Background: an optimization exercise with open tools, aiming at small area. Do not read the settings as production practice.
Function was checked by simulation only, so behaviour that the tests miss may differ from the original.
The clock input has no modelled driver; a real chip could not lean on it and would need a root buffer or a full tree.
Power figures rest on the tool's default switching activity, not on a simulated workload.

old:
==> flow/design.v (excerpt) <==
module microprocessor #(parameter N = 8, ROM_addressBits = 6, RF_addressBits = 3) (
  input  logic                           clk             ,
  input  logic                           rst_n           ,
  input  logic [ 3+2*(RF_addressBits):0] ROM_data        ,
  input  logic [                  N-1:0] SRAM_data       ,
  output logic                           overflowPC      ,
  output logic                           ROM_readEnable  ,
  output logic                           SRAM_readEnable ,
  output logic                           SRAM_writeEnable,
  output logic [    ROM_addressBits-1:0] ROM_address     ,
  output logic [(2**RF_addressBits)-1:0] SRAM_address    ,
  output logic [                  N-1:0] SRAM_data_in
);
  localparam logic [1:0] S_INIT = 2'd0, S_RUN = 2'd1, S_LD2 = 2'd2, S_HALT = 2'd3;
  logic [1:0] state;
  logic [2:0] ph;
  wire st_init = (state == S_INIT);
  ...
==> flow/config.mk <==
export PLATFORM = sky130hd
export DESIGN_NAME = microprocessor
export DESIGN_NICKNAME = microprocessor
export VERILOG_FILES = /design/flow/design.v
export SDC_FILE = /design/flow/constraint.sdc
export NUM_CORES = 4
export LEC_CHECK = 0
export CAP_MARGIN = 20
export CORE_MARGIN = 2
export CORE_UTILIZATION = 40
export SLEW_MARGIN = 20
==> flow/constraint.sdc <==
create_clock -name core_clock -period 10.0 [get_ports {clk}]
set_input_delay 2.0000 -clock core_clock [delete_from_list [all_inputs] [get_ports {clk}]]
set_output_delay 2.0000 -clock core_clock [all_outputs]
set_load 0.01 [all_outputs]
standard.sh (not shown) runs the stock make flow with config.mk's settings and CLKGATE_MAP_FILE= SYNTH_SCRIPT=/design/flow/synth_recipe.tcl, a recipe that flattens the netlist after the stock synthesis.
==> flow/flow/run.sh <==
#!/bin/bash
# Own layout flow: the standard flow (standard.sh) with three changes:
#  - synthesis is the standard flow's synthesis script, with ABC run with an area-oriented
#    script (flow/abc_area.script) instead of ORFS's;
#  - the port buffers are the smallest buffer cell (buf_1);
#  - the clock tree is made by hand (flow/cts_manual.tcl): the registers
#    are split into groups by position, each driven by one buffer, and the
#    clock port drives the buffers; flow/cts_buf.txt names the buffer cell
#    and the number of groups.
# Each tool's output goes to a log file in this folder (make's output to
# standard.log; ORFS keeps its per-step logs under orfs/logs/).
set -euo pipefail
W=$PWD
{
  echo "proc abc {args} { set i [lsearch \$args -script]; if {\$i >= 0} { lset args [expr {\$i+1}] $W/flow/abc_area.script }; yosys abc {*}\$args }"
  cat "$W/synth_recipe.tcl"
} > "$W/own_synth.tcl"
sed "s#SYNTH_SCRIPT=[^ ]*#SYNTH_SCRIPT=$W/own_synth.tcl#" "$W/standard.sh" > "$W/own_standard.sh"
grep -q "SYNTH_SCRIPT=$W/own_synth.tcl" "$W/own_standard.sh"
export BUFFER_PORTS_ARGS="-buffer_cell sky130_fd_sc_hd__buf_1"
export PRE_CTS_TCL="$W/flow/cts_manual.tcl"
read -r OWN_CTS_BUF OWN_CTS_GROUPS < "$W/flow/cts_buf.txt"
export OWN_CTS_BUF OWN_CTS_GROUPS
bash "$W/own_standard.sh" > "$W/standard.log" 2>&1
==> flow/flow/cts_buf.txt <==
sky130_fd_sc_hd__buf_12 4
Other scripts of this flow, unchanged in this note and not shown: flow/flow/abc_area.script, flow/flow/cts_manual.tcl
old | stages: all done | timing, DRC, antenna: all pass
For new, these inputs were changed with respect to old:
==> flow/flow/cts_buf.txt <==
sky130_fd_sc_hd__buf_12 3
- Number of iterations in the first detailed-routing pass: new vs old, no meaningful difference
- new vs old, switching share of total power went up by 0.98 points.
- new packs its core looser than old.
- new — insertion delay to the later sink of the worst-skew pair 0.02 ns higher, old as reference
- new consumes less power than old does.
- The maximum frequency of old and that of new are within noise of each other.
- Compared new vs old, and headroom to the max-slew limit is down in new.
- Status: global-route total usage across every layer parity (old, new)
- Compared to old, new has via-per-instance ratio 0.39% higher.
No run of this note takes its clock network from TritonCTS; it comes from the design's own scripts or RTL.

---

Another version of the RTL of microprocessor (not shown whole).
Size: about 230 cells after synthesis, about 2800 µm² of cells after synthesis.
Settings: LEC_CHECK=0, CAP_MARGIN=20, CORE_MARGIN=2, CORE_UTILIZATION=40, SLEW_MARGIN=20; clock period 10.0 ns.
==> flow/flow/run.sh <==
#!/bin/bash
# Own layout flow: the standard flow (standard.sh) with three changes:
#  - synthesis is the standard flow's synthesis script (registers and names unchanged),
#    with ABC run with area-oriented scripts (flow/abc_*.script) instead of
#    ORFS's: each is tried in a synthesis-only run and the one giving the
#    smallest cell area is used for the layout;
#  - the port buffers are the smallest buffer cell (buf_1);
#  - the clock tree is made by hand (flow/cts_manual.tcl): the registers
#    are split into groups by position, each driven by one buffer, and the
#    clock port drives the buffers; flow/cts_buf.txt holds the buffer cell,
#    the number of groups, how many sinks over an even share a group may
#    take, the estimated slew (ns) above which a buffer is replaced, and the
#    stronger cell that replaces it.
# Each tool's output goes to a log file in this folder: make's output to
# standard.log (and synth_<script>.log for the trial syntheses); ORFS keeps
# its per-step logs under orfs/logs/ (and try_<script>/logs/).
set -euo pipefail
W=$PWD
mk_synth() {  # $1: abc script, $2: output tcl
  {
    echo "proc abc {args} { set i [lsearch \$args -script]; if {\$i >= 0} { lset args [expr {\$i+1}] $1 }; yosys abc {*}\$args }"
    cat "$W/synth_recipe.tcl"
  } > "$2"
}
best=""
best_area=""
for s in "$W"/flow/abc_*.script; do
  name=$(basename "$s" .script)
  mk_synth "$s" "$W/synth_$name.tcl"
  sed -e "s#SYNTH_SCRIPT=[^ ]*#SYNTH_SCRIPT=$W/synth_$name.tcl#" \
      -e "s#WORK_HOME=[^ ]*#WORK_HOME=$W/try_$name#" "$W/standard.sh" > "$W/try_$name.sh"
  (bash "$W/try_$name.sh" synth > "$W/synth_$name.log" 2>&1 || true) &
done
wait
for s in "$W"/flow/abc_*.script; do
  name=$(basename "$s" .script)
  a=$(grep -h "Chip area for module" "$W"/try_$name/reports/*/microprocessor/base/synth_stat.txt 2>/dev/null | awk '{print $NF}' | head -n 1)
  echo "$name ${a:-failed}" >> "$W/synth_choice.log"
  if [[ -n "$a" ]] && { [[ -z "$best_area" ]] || awk -v a="$a" -v b="$best_area" 'BEGIN{exit !(a < b)}'; }; then
    best=$s; best_area=$a
  fi
done
[[ -n "$best" ]] || best="$W/flow/abc_K.script"
echo "chosen $(basename "$best") $best_area" >> "$W/synth_choice.log"
rm -rf "$W"/try_abc_*
mk_synth "$best" "$W/own_synth.tcl"
sed "s#SYNTH_SCRIPT=[^ ]*#SYNTH_SCRIPT=$W/own_synth.tcl#" "$W/standard.sh" > "$W/own_standard.sh"
grep -q "SYNTH_SCRIPT=$W/own_synth.tcl" "$W/own_standard.sh"
export BUFFER_PORTS_ARGS="-buffer_cell sky130_fd_sc_hd__buf_1"
export PRE_CTS_TCL="$W/flow/cts_manual.tcl"
read -r OWN_CTS_BUF OWN_CTS_GROUPS OWN_CTS_SLACK OWN_CTS_SLEW_NS OWN_CTS_BIG_BUF < "$W/flow/cts_buf.txt"
export OWN_CTS_BUF OWN_CTS_GROUPS OWN_CTS_SLACK OWN_CTS_SLEW_NS OWN_CTS_BIG_BUF
bash "$W/own_standard.sh" > "$W/standard.log" 2>&1
==> flow/flow/cts_buf.txt <==
sky130_fd_sc_hd__buf_12 3 4 0.118 sky130_fd_sc_hd__buf_16
==> flow/flow/cts_manual.tcl <==
# Clock tree made by hand, run by ORFS's CTS step as its PRE_CTS_TCL hook.
# The design is small: the registers are split into OWN_CTS_GROUPS groups by
# position (k-means on the placed registers, each group at most a few sinks
# over an even share) and each group's clock pins are driven by one buffer
# (cell OWN_CTS_BUF) placed at the group's centre; the clock port drives
# these buffers directly. A buffer whose estimated slew at its sinks is over
# OWN_CTS_SLEW_NS is replaced by the stronger cell OWN_CTS_BIG_BUF.
# TritonCTS is then skipped.
set cts_buf_cell $::env(OWN_CTS_BUF)
set k_groups $::env(OWN_CTS_GROUPS)
set block [ord::get_db_block]
set db [ord::get_db]
set clknet [$block findNet clk]
set master [$db findMaster $cts_buf_cell]
set sinks {}
foreach iterm [$clknet getITerms] {
  set box [[$iterm getInst] getBBox]
  lappend sinks [list $iterm [expr {([$box xMin] + [$box xMax]) / 2.0}] [expr {([$box yMin] + [$box yMax]) / 2.0}]]
}
# initial centres: spread along x
set sorted [lsort -real -index 1 $sinks]
set n [llength $sorted]
set centres {}
for {set g 0} {$g < $k_groups} {incr g} {
  set s [lindex $sorted [expr {int(($g + 0.5) * $n / $k_groups)}]]
  lappend centres [list [lindex $s 1] [lindex $s 2]]
}
# balanced k-means: each group takes at most ceil(n/k) sinks, nearest first
set cap [expr {($n + $k_groups - 1) / $k_groups + $::env(OWN_CTS_SLACK)}]
for {set iter 0} {$iter < 20} {incr iter} {
  set pairs {}
  set i 0
  foreach s $sinks {
    set g 0
    foreach c $centres {
      set d [expr {abs([lindex $s 1] - [lindex $c 0]) + abs([lindex $s 2] - [lindex $c 1])}]
      lappend pairs [list $d $i $g]
      incr g
    }
    incr i
  }
  set assign [lrepeat $n -1]
  set count [lrepeat $k_groups 0]
  foreach p [lsort -real -index 0 $pairs] {
    lassign $p d i g
    if {[lindex $assign $i] >= 0 || [lindex $count $g] >= $cap} continue
    lset assign $i $g
    lset count $g [expr {[lindex $count $g] + 1}]
  }
  set newc {}
  for {set g 0} {$g < $k_groups} {incr g} {
    set sx 0.0; set sy 0.0; set m 0
    set i 0
    foreach s $sinks {
      if {[lindex $assign $i] == $g} {
        set sx [expr {$sx + [lindex $s 1]}]; set sy [expr {$sy + [lindex $s 2]}]; incr m
      }
      incr i
    }
    lappend newc [list [expr {$sx / $m}] [expr {$sy / $m}]]
  }
  set centres $newc
}
for {set g 0} {$g < $k_groups} {incr g} {
  set buf [odb::dbInst_create $block $master clkbuf_leaf_$g]
  set net [odb::dbNet_create $block clk_leaf_$g]
  $net setSigType CLOCK
  set m 0
  set i 0
  foreach s $sinks {
    if {[lindex $assign $i] == $g} {
      set iterm [lindex $s 0]
      $iterm disconnect
      $iterm connect $net
      incr m
    }
    incr i
  }
  [$buf findITerm A] connect $clknet
  [$buf findITerm X] connect $net
  set c [lindex $centres $g]
  $buf setLocation [expr {int([lindex $c 0])}] [expr {int([lindex $c 1])}]
  $buf setPlacementStatus PLACED
  puts "manual CTS: clkbuf_leaf_$g ($cts_buf_cell) drives $m clock pins"
}
set_propagated_clock [all_clocks]
estimate_parasitics -placement
for {set g 0} {$g < $k_groups} {incr g} {
  set worst 0.0
  foreach pin [get_pins -of_objects [get_nets clk_leaf_$g]] {
    if {[get_property $pin direction] ne "input"} continue
    foreach p {slew_max_rise slew_max_fall} {
      set v [get_property $pin $p]
      if {$v > $worst} { set worst $v }
    }
  }
  set worst_ns $worst
  puts "manual CTS: clkbuf_leaf_$g estimated sink slew $worst_ns ns"
  if {$worst_ns > $::env(OWN_CTS_SLEW_NS)} {
    replace_cell [get_cells clkbuf_leaf_$g] [get_lib_cells */$::env(OWN_CTS_BIG_BUF)]
    puts "manual CTS: clkbuf_leaf_$g replaced by $::env(OWN_CTS_BIG_BUF)"
  }
}
proc clock_tree_synthesis {args} { puts "clock_tree_synthesis skipped: clock tree made by hand" }
Other scripts of this flow, unchanged in this note and not shown: flow/flow/abc_J.script, flow/flow/abc_K.script, flow/flow/abc_N.script, flow/flow/abc_O.script, flow/flow/abc_Q.script
==> next run, changes <==
--- a/flow/flow/run.sh
+++ b/flow/flow/run.sh
@@ -9,6 +9,4 @@
 #    are split into groups by position, each driven by one buffer, and the
-#    clock port drives the buffers; flow/cts_buf.txt holds the buffer cell,
-#    the number of groups, how many sinks over an even share a group may
-#    take, the estimated slew (ns) above which a buffer is replaced, and the
-#    stronger cell that replaces it.
+#    clock port drives the buffers; flow/cts_buf.txt names the buffer cell
+#    and the number of groups.
 # Each tool's output goes to a log file in this folder: make's output to
@@ -50,4 +48,4 @@
 export PRE_CTS_TCL="$W/flow/cts_manual.tcl"
-read -r OWN_CTS_BUF OWN_CTS_GROUPS OWN_CTS_SLACK OWN_CTS_SLEW_NS OWN_CTS_BIG_BUF < "$W/flow/cts_buf.txt"
-export OWN_CTS_BUF OWN_CTS_GROUPS OWN_CTS_SLACK OWN_CTS_SLEW_NS OWN_CTS_BIG_BUF
+read -r OWN_CTS_BUF OWN_CTS_GROUPS < "$W/flow/cts_buf.txt"
+export OWN_CTS_BUF OWN_CTS_GROUPS
 bash "$W/own_standard.sh" > "$W/standard.log" 2>&1
==> flow/flow/cts_buf.txt (replaced) <==
sky130_fd_sc_hd__buf_12 4
--- a/flow/flow/cts_manual.tcl
+++ b/flow/flow/cts_manual.tcl
@@ -2,8 +2,5 @@
 # The design is small: the registers are split into OWN_CTS_GROUPS groups by
-# position (k-means on the placed registers, each group at most a few sinks
-# over an even share) and each group's clock pins are driven by one buffer
-# (cell OWN_CTS_BUF) placed at the group's centre; the clock port drives
-# these buffers directly. A buffer whose estimated slew at its sinks is over
-# OWN_CTS_SLEW_NS is replaced by the stronger cell OWN_CTS_BIG_BUF.
-# TritonCTS is then skipped.
+# position (k-means on the placed registers) and each group's clock pins are
+# driven by one buffer (cell OWN_CTS_BUF) placed at the group's centre; the
+# clock port drives these buffers directly. TritonCTS is then skipped.
 set cts_buf_cell $::env(OWN_CTS_BUF)
@@ -28,3 +25,3 @@
 # balanced k-means: each group takes at most ceil(n/k) sinks, nearest first
-set cap [expr {($n + $k_groups - 1) / $k_groups + $::env(OWN_CTS_SLACK)}]
+set cap [expr {($n + $k_groups - 1) / $k_groups}]
 for {set iter 0} {$iter < 20} {incr iter} {
@@ -86,19 +83,2 @@
 set_propagated_clock [all_clocks]
-estimate_parasitics -placement
-for {set g 0} {$g < $k_groups} {incr g} {
-  set worst 0.0
-  foreach pin [get_pins -of_objects [get_nets clk_leaf_$g]] {
-    if {[get_property $pin direction] ne "input"} continue
-    foreach p {slew_max_rise slew_max_fall} {
-      set v [get_property $pin $p]
-      if {$v > $worst} { set worst $v }
-    }
-  }
-  set worst_ns $worst
-  puts "manual CTS: clkbuf_leaf_$g estimated sink slew $worst_ns ns"
-  if {$worst_ns > $::env(OWN_CTS_SLEW_NS)} {
-    replace_cell [get_cells clkbuf_leaf_$g] [get_lib_cells */$::env(OWN_CTS_BIG_BUF)]
-    puts "manual CTS: clkbuf_leaf_$g replaced by $::env(OWN_CTS_BIG_BUF)"
-  }
-}
 proc clock_tree_synthesis {args} { puts "clock_tree_synthesis skipped: clock tree made by hand" }
What happened:
- power rose by 2.1%
- sequential cell count is unchanged
- core utilization rose by 0.18 points
- maximum frequency stays flat
- area after synthesis is unchanged
- design area rose by 0.40%
- via count rose by 1.3%
- setup slack gets worse by 0.0074 ns
- sequential share of layout area fell by 0.25 points
- critical path depth does not change
- first-iteration DRC count fell by 4.0%
In every run of this note, the design's own scripts or RTL, not TritonCTS, make the clock network.

port drivers added, routing unchanged:
No port has a modelled driver above. Below, the same layouts with a new extraction and two added sets of constraints.
Step 1 (the two cells are an assumption about what drives the block):
set clk [get_ports {clk}]
set_driving_cell -lib_cell sky130_fd_sc_hd__clkbuf_16 $clk
set_driving_cell -lib_cell sky130_fd_sc_hd__buf_2 [delete_from_list [all_inputs] $clk]
Step 2 also shifts input and output timing later by t, the mid clock arrival at the registers, as if the neighbouring blocks saw the same clock.
Slacks: ideal ports / drivers / drivers and shift; pairs: ideal ports / drivers.
| run | shift t [ns] | slack for setup (ns) | worst setup path after step 2 | worst register clock-pin slew, ns | pins driven straight from the clock port |
|---|---|---|---|---|---|
| old | 0.204 | 4.332 / 4.291 / 4.291 | input to output | 0.09 / 0.09 | 4 |
| new | 0.208 | 4.332 / 4.291 / 4.291 | input to output | 0.12 / 0.12 | 3 |
| the first run of note 2 | 0.211 | 4.293 / 4.267 / 4.267 | input to output | 0.11 / 0.11 | 3 |
| the second run of note 2 | 0.209 | 4.286 / 4.260 / 4.260 | input to output | 0.11 / 0.11 | 4 |
After both steps every run listed still meets setup and hold.
